Background: an optimization exercise with open tools, aiming at small area and a short achievable clock period. Do not read the settings as production practice. Where RTL was checked, it was by simulation tests only, not by an equivalence proof against the original. Power is estimated from default activity; no workload was simulated.

Setup of build 23:
## alu16_top
module alu16_top (
    input clk,
    input [5:0] alufn,
    input [15:0] a,
    input [15:0] b,
    output reg [15:0] y
  );
clock: 6.5 ns
lec_check: 0
abc_area: 1
cap_margin: 0
core_margin: 2
core_utilization: 55
cts_buf_list: sky130_fd_sc_hd__clkbuf_4 sky130_fd_sc_hd__clkbuf_8
setup_slack_margin: 3.0
slew_margin: 0
buffer_ports_args: -buffer_cell sky130_fd_sc_hd__buf_1
standard.sh (not shown) runs the stock make flow with config.mk's settings and CLKGATE_MAP_FILE= SYNTH_SCRIPT=/design/flow/synth_recipe.tcl, a recipe that flattens the netlist after the stock synthesis.
==> flow/flow/run.sh <==
#!/bin/bash
# Standard layout (the standard.sh) with two changes to its settings:
# half-adder cells are kept out of synthesis (abc maps half adders to plain
# gates), and the port buffers are the smallest buffer cell.  The tools'
# output goes to standard.log here.
set -e
cat >> "$FLOW_CONFIG" <<'EOC'
export DONT_USE_CELLS += sky130_fd_sc_hd__ha_1 sky130_fd_sc_hd__ha_2 sky130_fd_sc_hd__ha_4
export BUFFER_PORTS_ARGS = -buffer_cell sky130_fd_sc_hd__buf_1
EOC
bash standard.sh > standard.log 2>&1
## Diff of input files: build 92 against build 23
==> flow/flow/run.sh <==
#!/bin/bash
# Standard layout with half-adder cells kept out of synthesis (abc maps
# half adders to plain gates); every tool's output goes to a log here.
set -e
cat >> "$FLOW_CONFIG" <<'EOC'
export DONT_USE_CELLS += sky130_fd_sc_hd__ha_1 sky130_fd_sc_hd__ha_2 sky130_fd_sc_hd__ha_4
EOC
bash standard.sh > standard.log 2>&1
-- flow/config.mk --
<<< build 23, line 8
export ABC_AREA = 1
export CAP_MARGIN = 0
>>> build 92, line 8
export CAP_MARGIN = 20
<<< build 23, line 12
export CTS_BUF_LIST = sky130_fd_sc_hd__clkbuf_4 sky130_fd_sc_hd__clkbuf_8
>>> build 92, line 11
<<< build 23, line 14
export SLEW_MARGIN = 0
>>> build 92, line 12
export SLEW_MARGIN = 20
<<< build 23, line 16
export BUFFER_PORTS_ARGS = -buffer_cell sky130_fd_sc_hd__buf_1
>>> build 92, line 14
[summary]
- Taking build 23 as the reference, in build 92 initial standard-cell utilization of the core was more or less identical, power in sequential cells +about 2%.
- Relative to build 23, portion of netlist area occupied by mux cells has gone up in build 92.
- Est. power | build 92 vs build 23 | build 92 higher
- In build 92 the synthesized-area fraction occupied by xor and xnor cells turned out 9.9 points higher than in build 23.
- Of the two values seen for combinational family with the most area after synthesis, compound AO/OA/AOI/OAI gates was produced by build 92 and simple AND/OR/NAND/NOR gates by build 23.
- Build 92 gives less post-synth net total than build 23 did.
- Diff build 23 -> build 92: standard cell area after detailed placement moved down; logic depth of the worst setup path including buffers moved up; final design instance area without fill moved up; DRC violation count after routing level.
- In the route summary, build 92 ends up with a via count below that of build 23.
[inputs] build 42 vs build 92
==> flow/flow/run.sh <==
#!/bin/bash
# Standard layout (the standard.sh) with two changes to its settings:
# half-adder cells are kept out of synthesis (abc maps half adders to plain
# gates), and the port buffers are the smallest buffer cell.  The tools'
# output goes to standard.log here.
set -e
cat >> "$FLOW_CONFIG" <<'EOC'
export DONT_USE_CELLS += sky130_fd_sc_hd__ha_1 sky130_fd_sc_hd__ha_2 sky130_fd_sc_hd__ha_4
export BUFFER_PORTS_ARGS = -buffer_cell sky130_fd_sc_hd__buf_1
EOC
bash standard.sh > standard.log 2>&1
-- flow/config.mk --
<<< build 92, line 11
export SETUP_SLACK_MARGIN = 3.0
>>> build 42, line 11
export CTS_BUF_LIST = sky130_fd_sc_hd__clkbuf_4 sky130_fd_sc_hd__clkbuf_8
export SETUP_SLACK_MARGIN = 3.3
<<< build 92, line 14
>>> build 42, line 15
export BUFFER_PORTS_ARGS = -buffer_cell sky130_fd_sc_hd__buf_1
[summary]
Build 42 vs build 92, switching part of the total went up by 5.8 points.
On number of buffer cells added on primary ports, build 42 tracks build 92 almost exactly.
The non-clock buffer count in build 42 sits 34 above the value recorded for build 92.
What build 39 does differently from build 42 at the input level:
==> flow/run.sh (new file) <==
#!/bin/bash
# synth_recipe.tcl (not shown) runs the flow's synth.tcl, then flattens the netlist and writes it again
# the make line also repeats each setting of config.mk as NAME=value (left out here)
make -C /OpenROAD-flow-scripts/flow DESIGN_CONFIG=/design/flow/config.mk WORK_HOME=/design/flow/orfs CLKGATE_MAP_FILE= SYNTH_SCRIPT=/design/flow/synth_recipe.tcl finish
==> flow/config.mk <==
export PLATFORM = sky130hd
export DESIGN_NAME = alu16_top
export DESIGN_NICKNAME = alu16_top
export VERILOG_FILES = /design/flow/design.v
export SDC_FILE = /design/flow/constraint.sdc
export NUM_CORES = 4
export LEC_CHECK = 0
export CAP_MARGIN = 20
export CORE_MARGIN = 2
export CORE_UTILIZATION = 55
export SETUP_SLACK_MARGIN = 3.0
export SLEW_MARGIN = 20
removed: flow/flow/run.sh
removed: flow/standard.sh
- Build 39 finished end to end and its layout was clean on timing, DRC and antenna.
- Final clock skew across build 42 and build 39: no real change.
- Diff build 42 -> build 39 | design area | up by a few percent
- Against build 42, placeable core region in build 39 came out worse.

alu16_top again, from the RTL that the note above started with.
clock: 6.5 ns
lec_check: 0
cap_margin: 20
core_margin: 2
core_utilization: 68
cts_buf_list: sky130_fd_sc_hd__clkbuf_4 sky130_fd_sc_hd__clkbuf_8
setup_slack_margin: 3.0
slew_margin: 20
buffer_ports_args: -buffer_cell sky130_fd_sc_hd__buf_1
==> flow/flow/run.sh <==
#!/bin/bash
# Standard layout (the standard.sh) with two changes to its settings:
# half-adder cells are kept out of synthesis (abc maps half adders to plain
# gates), and the port buffers are the smallest buffer cell.  The tools'
# output goes to standard.log here.
set -e
cat >> "$FLOW_CONFIG" <<'EOC'
export DONT_USE_CELLS += sky130_fd_sc_hd__ha_1 sky130_fd_sc_hd__ha_2 sky130_fd_sc_hd__ha_4
export BUFFER_PORTS_ARGS = -buffer_cell sky130_fd_sc_hd__buf_1
EOC
bash standard.sh > standard.log 2>&1
The starting point passed the timing, design-rule and antenna checks.
Edit:
--- a/flow/config.mk
+++ b/flow/config.mk
@@ -6,10 +6,10 @@
 export NUM_CORES = 4
 export LEC_CHECK = 0
-export CAP_MARGIN = 20
+export CAP_MARGIN = 0
 export CORE_MARGIN = 2
-export CORE_UTILIZATION = 68
+export CORE_UTILIZATION = 55
 export CTS_BUF_LIST = sky130_fd_sc_hd__clkbuf_4 sky130_fd_sc_hd__clkbuf_8
 export SETUP_SLACK_MARGIN = 3.0
-export SLEW_MARGIN = 20
+export SLEW_MARGIN = 0
 export DONT_USE_CELLS += sky130_fd_sc_hd__ha_1 sky130_fd_sc_hd__ha_2 sky130_fd_sc_hd__ha_4
 export BUFFER_PORTS_ARGS = -buffer_cell sky130_fd_sc_hd__buf_1
Outcome:
- critical path depth decreases by 1
- final area increases by 0.38%
- sequential power is about the same
Edit:
--- a/flow/config.mk
+++ b/flow/config.mk
@@ -6,10 +6,10 @@
 export NUM_CORES = 4
 export LEC_CHECK = 0
-export CAP_MARGIN = 0
+export CAP_MARGIN = 20
 export CORE_MARGIN = 2
 export CORE_UTILIZATION = 55
 export CTS_BUF_LIST = sky130_fd_sc_hd__clkbuf_4 sky130_fd_sc_hd__clkbuf_8
-export SETUP_SLACK_MARGIN = 3.0
-export SLEW_MARGIN = 0
+export SETUP_SLACK_MARGIN = 3.6
+export SLEW_MARGIN = 20
 export DONT_USE_CELLS += sky130_fd_sc_hd__ha_1 sky130_fd_sc_hd__ha_2 sky130_fd_sc_hd__ha_4
 export BUFFER_PORTS_ARGS = -buffer_cell sky130_fd_sc_hd__buf_1
Effect:
- worst setup slack gains 98 ps
- die area does not change
- sequential cell count does not change
Edit:
--- a/flow/flow/run.sh
+++ b/flow/flow/run.sh
@@ -7,5 +7,4 @@
 cat >> "$FLOW_CONFIG" <<'EOC'
 export DONT_USE_CELLS += sky130_fd_sc_hd__ha_1 sky130_fd_sc_hd__ha_2 sky130_fd_sc_hd__ha_4
-export BUFFER_PORTS_ARGS = -buffer_cell sky130_fd_sc_hd__buf_1
 EOC
 bash standard.sh > standard.log 2>&1
--- a/flow/config.mk
+++ b/flow/config.mk
@@ -10,6 +10,5 @@
 export CORE_UTILIZATION = 55
 export CTS_BUF_LIST = sky130_fd_sc_hd__clkbuf_4 sky130_fd_sc_hd__clkbuf_8
-export SETUP_SLACK_MARGIN = 3.6
+export SETUP_SLACK_MARGIN = 3.0
 export SLEW_MARGIN = 20
 export DONT_USE_CELLS += sky130_fd_sc_hd__ha_1 sky130_fd_sc_hd__ha_2 sky130_fd_sc_hd__ha_4
-export BUFFER_PORTS_ARGS = -buffer_cell sky130_fd_sc_hd__buf_1
The changed run went through all stages and came out clean.
Setup slack degrades by 73 ps.
Flip-flop and latch count is unchanged.
Hold slack improves by 5.8 ps.
Combinational power went down by 13%.
Wire length went down by 22%.
Clock power went up by 29%.
Total power stays flat.
Fmax went down by 2.1%.
Via count went down by 12%.
Utilization went down by 12 points.
Synthesized area is unchanged.

== lane 4 ==
Another version of the RTL of alu16_top (not shown whole).
For scale: about 750 cells after synthesis, about 55 I/O pins.
==> flow/config.mk <==
export PLATFORM = sky130hd
export DESIGN_NAME = alu16_top
export DESIGN_NICKNAME = alu16_top
export VERILOG_FILES = /design/flow/design.v
export SDC_FILE = /design/flow/constraint.sdc
export NUM_CORES = 4
export LEC_CHECK = 0
export CAP_MARGIN = 0
export CORE_MARGIN = 2
export CORE_UTILIZATION = 55
export CTS_BUF_LIST = sky130_fd_sc_hd__clkbuf_4 sky130_fd_sc_hd__clkbuf_8
export SETUP_SLACK_MARGIN = 3.1
export SLEW_MARGIN = 0
export DONT_USE_CELLS += sky130_fd_sc_hd__ha_1 sky130_fd_sc_hd__ha_2 sky130_fd_sc_hd__ha_4
export BUFFER_PORTS_ARGS = -buffer_cell sky130_fd_sc_hd__buf_1
==> flow/constraint.sdc <==
create_clock -name core_clock -period 6.5 [get_ports {clk}]
set_input_delay 1.3000 -clock core_clock [delete_from_list [all_inputs] [get_ports {clk}]]
set_output_delay 1.3000 -clock core_clock [all_outputs]
set_load 0.01 [all_outputs]
==> flow/flow/run.sh <==
#!/bin/bash
# Standard layout (the standard.sh) with two changes to its settings:
# half-adder cells are kept out of synthesis (abc maps half adders to plain
# gates), and the port buffers are the smallest buffer cell.  The tools'
# output goes to standard.log here.
set -e
cat >> "$FLOW_CONFIG" <<'EOC'
export DONT_USE_CELLS += sky130_fd_sc_hd__ha_1 sky130_fd_sc_hd__ha_2 sky130_fd_sc_hd__ha_4
export BUFFER_PORTS_ARGS = -buffer_cell sky130_fd_sc_hd__buf_1
EOC
bash standard.sh > standard.log 2>&1
Inputs modified between lane 4 and lane 3:
--- a/flow/config.mk
+++ b/flow/config.mk
@@ -12 +12 @@
-export SETUP_SLACK_MARGIN = 3.1
+export SETUP_SLACK_MARGIN = 2.85
Results
In the final reports, the cell area of lane 3 is smaller than that of lane 4.
Lane 3: reported combinational group power about 6% below lane 4
Global-route usage for lane 3 is lower than for lane 4.
Taking lane 4 as the reference, in lane 3 pin slew with the least headroom to its limit +0.17 ns, required time of the worst setup path ~0 delta.
Comparing lane 4 and lane 3, the lower global routing met2 resource utilization was measured on lane 4.
Via count shrinks slightly when moving from lane 4 to lane 3.
Violation count after the first detailed-route iteration in lane 3 is 31 below lane 4.
No run of this note included a check of the RTL's function; only the layout flow was run.

-- separate check: timing with driven ports --
How much do the figures lean on ideal ports? The routed layouts below were timed once more, with nothing changed but the port constraints.
Step 1 sets driving cells, clkbuf_16 on the clock port and buf_2 on the other inputs (assumed; they add their load-dependent delay and slew).
Step 2, shift: input delay + t, output delay - t, t = (earliest + latest rising clock arrival at the registers) / 2. This alone moves slack from input paths to output paths.
Slacks: ideal ports / drivers / drivers and shift; pairs: ideal ports / drivers.
run | t, ns | setup slack, ns | worst setup path at the end
build 23 | 0.388 | 3.122 / 3.134 / 2.746 | input to register
build 92 | 0.368 | 3.070 / 3.083 / 2.715 | input to register
build 42 | 0.389 | 3.247 / 3.259 / 2.871 | input to register
build 39 | 0.368 | 2.977 / 2.996 / 2.628 | input to register
the first run of note 2 | 0.393 | 3.001 / 3.008 / 2.616 | input to register
the second run of note 2 | 0.383 | 3.059 / 3.066 / 2.683 | input to register
the third run of note 2 | 0.394 | 3.156 / 3.139 / 2.746 | input to register
the fourth run of note 2 | 0.381 | 3.083 / 3.089 / 2.708 | input to register
lane 4 | 0.402 | 3.114 / 3.133 / 2.731 | input to register
lane 3 | 0.393 | 2.869 / 2.888 / 2.495 | input to register
After both steps setup and hold are still met in every run listed. The setup slack of the third run of note 2, which loses most, moves by -0.017 ns with the drivers and by -0.410 ns with both steps.
